Background: an optimization exercise with open tools, aiming at small area and a short achievable clock period. Do not read the settings as production practice.
RTL that was checked went through simulation tests only; none was proved equivalent to the original.
Power is estimated from default activity; no workload was simulated.

Setup of juniper:
// Booth
module Booth (
    input  CLK, RST,
    input  [31:0] x, y,
    output [63:0] p
);
export LEC_CHECK = 0
export CAP_MARGIN = 20
export CORE_MARGIN = 2
export CORE_UTILIZATION = 40
export SETUP_SLACK_MARGIN = 3.3
export SLEW_MARGIN = 20
export SYNTH_HIERARCHICAL = 1
export SYNTH_MINIMUM_KEEP_SIZE = 0
create_clock -name core_clock -period 7.5 [get_ports {CLK}]
run.sh (not shown) runs the stock make flow with config.mk's settings and CLKGATE_MAP_FILE= SYNTH_SCRIPT=/design/flow/synth_recipe.tcl, a recipe that flattens the netlist after the stock synthesis.
juniper finished every stage and its layout cleared the timing, design-rule and antenna checks.
Relative to juniper, the following input files were edited for cedar:
==> flow/flow/run.sh (new file) <==
#!/bin/bash
# Own layout flow: the standard flow, plus one step after floorplan that
# sets every combinational cell to the smallest drive strength of its family
# (Yosys/ABC map with a fixed load and tends to pick oversized gates). The
# later resizer steps (repair_design, repair_timing) size up what needs it.
set -euo pipefail
here=$(pwd)
export POST_FLOORPLAN_TCL="$here/flow/downsize.tcl"
bash standard.sh > "$here/standard.log" 2>&1
==> flow/flow/downsize.tcl (new file) <==
# Swap each combinational standard cell for the smallest-drive cell of the same
# function (same footprint family); leave flops, adders, buffers and ties alone.
set n 0
foreach inst [get_cells *] {
  set master [get_property $inst ref_name]
  if {![regexp {^sky130_fd_sc_hd__([a-z0-9]+)_([0-9]+)$} $master -> base size]} { continue }
  if {[regexp {^(df|sdf|edf|dl|fa|ha|conb|tap|fill|decap|buf|clkbuf|clkdly|dlygate|dlymetal|inv|clkinv|diode|lpflow|probe)} $base]} { continue }
  set best ""
  set bestsize 1000
  foreach lc [get_lib_cells sky130_fd_sc_hd__${base}_*] {
    set nm [get_name $lc]
    if {![regexp "^sky130_fd_sc_hd__${base}_(\[0-9\]+)\$" $nm -> s]} { continue }
    if {[get_property $lc dont_use]} { continue }
    if {$s < $bestsize} { set bestsize $s; set best $nm }
  }
  if {$best ne "" && $best ne $master} {
    replace_cell $inst $best
    incr n
  }
}
puts "downsize: replaced $n cells"
==> flow/standard.sh (new file) <==
#!/bin/bash
# synth_recipe.tcl (not shown) runs the flow's synth.tcl, then flattens the netlist and writes it again
# the make line also repeats each setting of config.mk as NAME=value (left out here)
make -C /OpenROAD-flow-scripts/flow DESIGN_CONFIG=/design/flow/config.mk WORK_HOME=/design/flow/orfs CLKGATE_MAP_FILE= SYNTH_SCRIPT=/design/flow/synth_recipe.tcl "${@:-finish}"
removed: flow/run.sh
Notes after the runs:
Diff juniper -> cedar | core utilization | decrease of 5.1 points
Depth of the most critical reg-to-reg path came out exactly the same in cedar and juniper.
Fraction of area in clock buffers and inverters: juniper vs cedar, no meaningful difference
Die footprint: juniper vs cedar identical
The met3 track utilization from global routing reported for cedar is greater than that of juniper by 3.0 points.
cedar reports its highest layer used for signal routing as met5 while juniper reports met4.
Power share of the sequential group | cedar above juniper
No functional check of the RTL was part of any run of this note.

* * *

Setup of alpha:
Booth, a different RTL version from the one above (not shown whole).
Size: ~2,600 cells after synthesis, roughly 130 I/O pins, ~30,000 sq um of cells after synthesis.
==> flow/config.mk <==
export PLATFORM = sky130hd
export DESIGN_NAME = Booth
export DESIGN_NICKNAME = Booth
export VERILOG_FILES = /design/flow/design.v
export SDC_FILE = /design/flow/constraint.sdc
export NUM_CORES = 4
export LEC_CHECK = 0
export CAP_MARGIN = 20
export CORE_MARGIN = 2
export CORE_UTILIZATION = 40
export SETUP_SLACK_MARGIN = 3.1
export SLEW_MARGIN = 20
export SYNTH_HIERARCHICAL = 1
export SYNTH_MINIMUM_KEEP_SIZE = 0
==> flow/constraint.sdc <==
create_clock -name core_clock -period 7.5 [get_ports {CLK}]
set_input_delay 1.5000 -clock core_clock [delete_from_list [all_inputs] [get_ports {CLK}]]
set_output_delay 1.5000 -clock core_clock [all_outputs]
set_load 0.01 [all_outputs]
standard.sh (not shown) runs the stock make flow with config.mk's settings and CLKGATE_MAP_FILE= SYNTH_SCRIPT=/design/flow/synth_recipe.tcl, a recipe that flattens the netlist after the stock synthesis.
==> flow/flow/run.sh <==
#!/bin/bash
# Own layout flow: the standard flow, plus one step after floorplan that
# sets every combinational cell to the smallest drive strength of its family
# (Yosys/ABC map with a fixed load and tends to pick oversized gates). The
# later resizer steps (repair_design, repair_timing) size up what needs it.
set -euo pipefail
here=$(pwd)
export POST_FLOORPLAN_TCL="$here/flow/downsize.tcl"
# buffer the ports with a plain buffer (the default pick is a slow delay cell)
export BUFFER_PORTS_ARGS="-buffer_cell sky130_fd_sc_hd__buf_2"
bash standard.sh > "$here/standard.log" 2>&1
==> flow/flow/downsize.tcl <==
# Swap each combinational standard cell for the smallest-drive cell of the same
# function (same footprint family); leave flops, adders, buffers and ties alone.
set n 0
foreach inst [get_cells *] {
  set master [get_property $inst ref_name]
  if {![regexp {^sky130_fd_sc_hd__([a-z0-9]+)_([0-9]+)$} $master -> base size]} { continue }
  if {[regexp {^(df|sdf|edf|dl|fa|ha|conb|tap|fill|decap|buf|clkbuf|clkdly|dlygate|dlymetal|inv|clkinv|diode|lpflow|probe)} $base]} { continue }
  set best ""
  set bestsize 1000
  foreach lc [get_lib_cells sky130_fd_sc_hd__${base}_*] {
    set nm [get_name $lc]
    if {![regexp "^sky130_fd_sc_hd__${base}_(\[0-9\]+)\$" $nm -> s]} { continue }
    if {[get_property $lc dont_use]} { continue }
    if {$s < $bestsize} { set bestsize $s; set best $nm }
  }
  if {$best ne "" && $best ne $master} {
    replace_cell $inst $best
    incr n
  }
}
puts "downsize: replaced $n cells"
Relative to alpha, the following input files were edited for beta:
-- flow/flow/run.sh --
<<< alpha, line 8
export POST_FLOORPLAN_TCL="$here/flow/downsize.tcl"
# buffer the ports with a plain buffer (the default pick is a slow delay cell)
export BUFFER_PORTS_ARGS="-buffer_cell sky130_fd_sc_hd__buf_2"
bash standard.sh > "$here/standard.log" 2>&1
>>> beta, line 8
export POST_FLOORPLAN_TCL="$here/flow/downsize.tcl"
bash standard.sh > "$here/standard.log" 2>&1
-- flow/config.mk --
<<< alpha, line 10
export CORE_UTILIZATION = 40
export SETUP_SLACK_MARGIN = 3.1
export SLEW_MARGIN = 20
>>> beta, line 10
export CORE_UTILIZATION = 40
export SETUP_SLACK_MARGIN = 3.5
export SLEW_MARGIN = 20
Notes after the runs:
In beta relative to alpha, wire length reported by the detailed router had gone up by a little under 10%.
Diode insertion count for antenna repair in beta is 2 above alpha.
Going from alpha to beta, area occupied by multi-input gates grew by a few percent.
Area overhead of the layout relative to synthesis on beta is up relative to alpha.
Total power: beta above alpha
From alpha to beta the numbers moved as follows: maximum number of pins on one net before global-route repair +21%, data arrival time of the worst path -1.98 ns, power share of the combinational group +3.4 points, post-route standard cell area excluding fillers +3200 sq um, cell count +76.
No functional check of the RTL was part of any run of this note.

* * *

Booth, a different RTL version from the one above (not shown whole).
Size in the first run: roughly 210 flip-flops, roughly 29,000 um2 of cells after synthesis.
clock: 7.5 ns
lec_check: 0
cap_margin: 20
core_margin: 2
core_utilization: 40
setup_slack_margin: 3.0
slew_margin: 20
synth_hierarchical: 1
synth_minimum_keep_size: 0
run.sh (not shown) runs the stock make flow with config.mk's settings and CLKGATE_MAP_FILE= SYNTH_SCRIPT=/design/flow/synth_recipe.tcl, a recipe that flattens the netlist after the stock synthesis.
Stock flow here: none of the scripts above is used.
Rerun with:
- SETUP_SLACK_MARGIN: 3.0 -> default
Effect: The changed run completed with no timing, DRC or antenna violations. Synthesized area stays the same. Sequential cell count is unchanged. Total power shrinks by a few percent. Utilization shrinks by 2.9 points.
Rerun with:
- SETUP_SLACK_MARGIN: default -> 3.8
The changed run completed without violations. Die area is unchanged. Wire length went up by well over a third. Final area went up by a quarter to a third. Via count went up by about a fifth. Synthesized cell count stays the same. Power went up by about a fifth. Core utilization went up by 12 points. Setup slack is better by 1.2 ns. Count of clock-buffer cells in the layout went up by 5. Clock skew barely changes. Fmax went up by about a fifth.
No functional check of the RTL was part of any run of this note.

* * *

Another version of the RTL of Booth (not shown whole).
For scale: about 2900 cells after synthesis.
clock: 7.5 ns
lec_check: 0
cap_margin: 20
core_margin: 2
core_utilization: 40
cts_cluster_diameter: 150
cts_cluster_size: 30
setup_slack_margin: 3.4
slew_margin: 20
synth_hierarchical: 1
synth_minimum_keep_size: 0
standard.sh (not shown) runs the stock make flow with config.mk's settings and CLKGATE_MAP_FILE= SYNTH_SCRIPT=/design/flow/synth_recipe.tcl, a recipe that flattens the netlist after the stock synthesis.
==> flow/flow/run.sh <==
#!/bin/bash
# Own layout flow: the standard flow, plus one step after floorplan that
# sets every combinational cell to the smallest drive strength of its family
# (Yosys/ABC map with a fixed load and tends to pick oversized gates). The
# later resizer steps (repair_design, repair_timing) size up what needs it.
set -euo pipefail
here=$(pwd)
export POST_FLOORPLAN_TCL="$here/flow/downsize.tcl"
# buffer the ports with a plain buffer (the default pick is a slow delay cell)
export BUFFER_PORTS_ARGS="-buffer_cell sky130_fd_sc_hd__buf_2"
bash standard.sh > "$here/standard.log" 2>&1
Scripts as last shown in full above: flow/flow/downsize.tcl
Next try:
CTS_CLUSTER_DIAMETER = unset   (was 150)
CTS_CLUSTER_SIZE = unset   (was 30)
SETUP_SLACK_MARGIN = 3.1   (was 3.4)
=>
- first-iteration DRC count is lower by 20%
- routed wire length drops by 11%
- area after synthesis does not change
- hold slack loses 0.018 ns
- design area drops by 8.3%
- die area stays the same
- setup slack gets worse by 0.17 ns

* * *

run A:
Booth, a different RTL version from the one above (not shown whole).
For scale: about 2900 cells after synthesis, ~31000 um^2 of cells after synthesis.
// Booth
module Booth (
    input  CLK, RST,
    input  [31:0] x, y,
    output [63:0] p
);
==> flow/config.mk <==
export PLATFORM = sky130hd
export DESIGN_NAME = Booth
export DESIGN_NICKNAME = Booth
export VERILOG_FILES = /design/flow/design.v
export SDC_FILE = /design/flow/constraint.sdc
export NUM_CORES = 4
export LEC_CHECK = 0
export CAP_MARGIN = 20
export CORE_MARGIN = 2
export CORE_UTILIZATION = 40
export SETUP_SLACK_MARGIN = 3.25
export SLEW_MARGIN = 20
export SYNTH_HIERARCHICAL = 1
export SYNTH_MINIMUM_KEEP_SIZE = 0
==> flow/constraint.sdc <==
create_clock -name core_clock -period 7.5 [get_ports {CLK}]
set_input_delay 1.5000 -clock core_clock [delete_from_list [all_inputs] [get_ports {CLK}]]
set_output_delay 1.5000 -clock core_clock [all_outputs]
set_load 0.01 [all_outputs]
==> flow/flow/run.sh <==
#!/bin/bash
# Own layout flow: the standard flow, plus one step after floorplan that
# sets every combinational cell to the smallest drive strength of its family
# (Yosys/ABC map with a fixed load and tends to pick oversized gates). The
# later resizer steps (repair_design, repair_timing) size up what needs it.
set -euo pipefail
here=$(pwd)
export POST_FLOORPLAN_TCL="$here/flow/downsize.tcl"
# buffer the ports with a plain buffer (the default pick is a slow delay cell)
export BUFFER_PORTS_ARGS="-buffer_cell sky130_fd_sc_hd__buf_1"
bash standard.sh > "$here/standard.log" 2>&1
Scripts as last shown in full above: flow/flow/downsize.tcl
Modified inputs, run B compared to run A
-- flow/config.mk --
<<< run A, line 9
export CORE_MARGIN = 2
export CORE_UTILIZATION = 40
export SETUP_SLACK_MARGIN = 3.25
export SLEW_MARGIN = 20
export SYNTH_HIERARCHICAL = 1
>>> run B, line 9
export CORE_MARGIN = 2
export CORE_UTILIZATION = 40
export SETUP_SLACK_MARGIN = 3.5
export SLEW_MARGIN = 20
export SYNTH_HIERARCHICAL = 1
## What came out
Relative to run A, met2 track utilization from global routing has gone up in run B. Worst-case setup slack after placement, run A and run B: higher on run B. From run A to run B the numbers moved as follows: worst hold slack +0.011 ns, total placed cells including tap cells ~0 delta, portion of the clock cycle consumed by the worst path in the final layout -2.6 points, clock buffer count +3. Actual slew at the worst max-slew pin: run B > run A. Share of power burned in registers in run B is 1.2 points lower than in run A. Run B vs run A, timing startpoint of the critical path: s1[0]$_DFF_P_ vs x3r[17]$_DFF_P_. Going from run A to run B, worst setup slack grows by 0.19 ns. Run A has lower depth of the critical timing path with buffers and inverters included than run B.
Input-level comparison between run C and run B:
-- flow/config.mk --
<<< run B, line 9
export CORE_MARGIN = 2
export CORE_UTILIZATION = 40
export SETUP_SLACK_MARGIN = 3.5
export SLEW_MARGIN = 20
export SYNTH_HIERARCHICAL = 1
>>> run C, line 9
export CORE_MARGIN = 2
export CORE_UTILIZATION = 40
export SETUP_SLACK_MARGIN = 3.0
export SLEW_MARGIN = 20
export SYNTH_HIERARCHICAL = 1
Findings:
Run B reached the final stage; the timing, design-rule and antenna checks on its layout passed.
Run C: full flow OK, the timing, design-rule and antenna checks passed
Of the two values seen for start point of the critical path, s1[0]$_DFF_P_ was produced by run B and x3r[24]$_DFF_P_ by run C.
Taking run B as the reference point, the violation count after the first detailed-routing iteration of run C falls by 1061.
Run C gives less logic gate share of total power than run B did.
Taking run B as the reference, in run C routed wire length fell by about 16%, clock share of power now larger.

* * *

Booth with an RTL version that a note above also has.
For scale: about 2900 cells after synthesis, about 130 I/O pins.
Settings: LEC_CHECK=0, CAP_MARGIN=20, CORE_MARGIN=2, CORE_UTILIZATION=40, PLACE_DENSITY=0.5, SETUP_SLACK_MARGIN=3.1, SLEW_MARGIN=20, SYNTH_HIERARCHICAL=1, SYNTH_MINIMUM_KEEP_SIZE=0; clock period 7.5 ns.
==> flow/flow/run.sh <==
#!/bin/bash
# Own layout flow: the standard flow, plus one step after floorplan that
# sets every combinational cell to the smallest drive strength of its family
# (Yosys/ABC map with a fixed load and tends to pick oversized gates). The
# later resizer steps (repair_design, repair_timing) size up what needs it.
set -euo pipefail
here=$(pwd)
export POST_FLOORPLAN_TCL="$here/flow/downsize.tcl"
# buffer the ports with a plain buffer (the default pick is a slow delay cell)
export BUFFER_PORTS_ARGS="-buffer_cell sky130_fd_sc_hd__buf_2"
bash standard.sh > "$here/standard.log" 2>&1
Scripts as last shown in full above: flow/flow/downsize.tcl
Next try:
--- a/flow/config.mk
+++ b/flow/config.mk
@@ -9,5 +9,5 @@
 export CORE_MARGIN = 2
 export CORE_UTILIZATION = 40
-export PLACE_DENSITY = 0.5
+export PLACE_DENSITY = 0.75
 export SETUP_SLACK_MARGIN = 3.1
 export SLEW_MARGIN = 20
Outcome:
- The changed run completed without violations
- setup slack loses 0.039 ns
- clock power decreases by 18%
- count of clock-buffer cells in the layout decreases by 12
- routed wire length decreases by 15%
- global-route usage decreases by 3.9 points
- non-clock buffer count decreases by 20
- via count hardly moves
- synthesized cell count stays the same
Next try:
--- a/flow/config.mk
+++ b/flow/config.mk
@@ -9,6 +9,5 @@
 export CORE_MARGIN = 2
 export CORE_UTILIZATION = 40
-export PLACE_DENSITY = 0.75
-export SETUP_SLACK_MARGIN = 3.1
+export SETUP_SLACK_MARGIN = 3.4
 export SLEW_MARGIN = 20
 export SYNTH_HIERARCHICAL = 1
What happened: Setup slack improved by 0.24 ns; power goes up by 7.6%; die area stays the same; flip-flop and latch count is unchanged; design area goes up by 9.8%; global-route usage goes up by 4.4 points; routed wire length goes up by 22%; sequential share of layout area goes down by 1.2 points; non-clock buffer count goes up by 184; hold slack got worse by 0.13 ns; first-iteration DRC count goes up by 7.1%.

* * *

Setup of v20:
Booth with an RTL version that a note above also has.
Size in the first run: about 2900 cells after synthesis, ~130 I/O pins.
Settings: LEC_CHECK=0, CAP_MARGIN=20, CORE_MARGIN=2, CORE_UTILIZATION=40, CTS_BUF_LIST=sky130_fd_sc_hd__clkbuf_8, SETUP_SLACK_MARGIN=3.25, SLEW_MARGIN=20, SYNTH_HIERARCHICAL=1, SYNTH_MINIMUM_KEEP_SIZE=0; clock period 7.5 ns.
==> flow/flow/run.sh <==
#!/bin/bash
# Own layout flow: the standard flow, plus one step after floorplan that
# sets every combinational cell to the smallest drive strength of its family
# (Yosys/ABC map with a fixed load and tends to pick oversized gates). The
# later resizer steps (repair_design, repair_timing) size up what needs it.
set -euo pipefail
here=$(pwd)
export POST_FLOORPLAN_TCL="$here/flow/downsize.tcl"
# buffer the ports with a plain buffer (the default pick is a slow delay cell)
export BUFFER_PORTS_ARGS="-buffer_cell sky130_fd_sc_hd__buf_1"
bash standard.sh > "$here/standard.log" 2>&1
Scripts as last shown in full above: flow/flow/downsize.tcl
v20 did not stop at any stage, and its layout met the timing, design-rule and antenna checks.
For v25, these inputs were changed with respect to v20:
Settings: CTS_BUF_LIST removed (was sky130_fd_sc_hd__clkbuf_8); SETUP_SLACK_MARGIN changed from 3.25 to 3.1.
Findings:
Portion of total power attributed to the clock network was higher in v25 than in v20. Compared with v20, v25 shows a higher number of optimization iterations in the first detailed-route pass. Relative to v20, routed metal-1 wire length has decreased by 0.71% in v25. v25 ended with more met2 wire length than v20. The relative max-transition margin reported for v25 is smaller than that of v20 by 0.35 points.
### v25 -> v56
Settings: changing SETUP_SLACK_MARGIN from 3.1 to 3.35.
==> notes.md <==
v56 against v25: routed via count divided by cell count saw an increase, buffer count excluding the clock tree in the final layout now larger, number of iterations in the first detailed-routing pass -1, measured slew at the worst slew-check pin down 0.025 ns, clock latency on the worst-skew pair neither gained nor lost much. Comparing v25 with v56, the total placed cells including tap cells came out essentially unchanged. Changes observed in v56 relative to v25: global-route wire length before repair fell by about 1.2%; fraction of area in multi-input gates fell by 2.4 points; power rose by 4.5%.

-- what the ideal ports hide --
The flow's constraints put no driver on any port. The routed layouts listed below were extracted and timed again, unchanged, in two steps. Step 1 assumes that a clkbuf_16 drives the clock port and a buf_2 every other input. Step 2 adds t to the input delays and takes it off the output delays; t is the mean of the earliest and latest rising clock arrival at the registers after step 1. Input paths then give back, and output paths get back, about the clock's delay inside the block. Slacks: ideal ports / drivers / drivers and shift; pairs: ideal ports / drivers.
| run | t (ns) | slack for setup (ns) | worst hold slack (ns) | worst setup path at the end | worst slew at a driven data input, ns |
|---|---|---|---|---|---|
| juniper | 0.577 | 2.424 / 2.362 / 2.939 | 0.918 / 0.918 / 0.918 | register to output | 0.06 |
| cedar | 0.573 | 2.351 / 2.290 / 2.862 | 0.850 / 0.850 / 0.850 | register to output | 0.07 |
| alpha | 0.637 | 3.061 / 3.061 / 3.061 | 1.063 / 1.023 / 1.127 | register to register | 0.05 |
| beta | 0.655 | 3.110 / 3.040 / 3.076 | 1.064 / 1.064 / 1.064 | input to register | 0.07 |
| the first run of note 3 | 0.664 | 2.148 / 2.081 / 2.745 | 0.718 / 0.718 / 0.718 | register to output | 0.08 |
| the second run of note 3 | 0.642 | 0.921 / 0.858 / 1.500 | 0.753 / 0.753 / 0.753 | register to output | 0.08 |
| the third run of note 3 | 0.680 | 2.137 / 2.068 / 2.748 | 0.908 / 0.908 / 0.908 | register to output | 0.07 |
| the first run of note 4 | 0.587 | 3.315 / 3.292 / 3.290 | 0.934 / 0.934 / 0.934 | input to register | 0.08 |
| the second run of note 4 | 0.611 | 3.148 / 3.085 / 3.171 | 0.916 / 0.916 / 0.916 | register to register | 0.07 |
| run A | 0.601 | 3.247 / 3.242 / 3.247 | 0.936 / 0.936 / 0.936 | register to register | 0.07 |
| run B | 0.611 | 3.441 / 3.441 / 3.308 | 0.946 / 0.946 / 0.946 | input to register | 0.07 |
| run C | 0.624 | 3.046 / 3.019 / 3.046 | 1.003 / 1.003 / 1.003 | register to register | 0.06 |
| the first run of note 6 | 0.636 | 3.145 / 3.086 / 3.145 | 0.949 / 0.949 / 0.949 | register to register | 0.06 |
| the second run of note 6 | 0.611 | 3.105 / 3.070 / 3.105 | 0.993 / 0.993 / 0.993 | register to register | 0.06 |
| the third run of note 6 | 0.619 | 3.345 / 3.313 / 3.272 | 0.862 / 0.862 / 0.862 | input to register | 0.09 |
| v20 | 0.625 | 3.239 / 3.239 / 3.239 | 0.944 / 0.944 / 0.944 | register to register | 0.07 |
| v25 | 0.617 | 3.096 / 3.062 / 3.096 | 0.933 / 0.933 / 0.933 | register to register | 0.06 |
| v56 | 0.615 | 3.349 / 3.281 / 3.334 | 0.925 / 0.925 / 0.925 | input to register | 0.07 |
After both steps every run listed still meets setup and hold. The setup slack of run B, which loses most, moves by 0.000 ns with the drivers and by -0.133 ns with both steps.
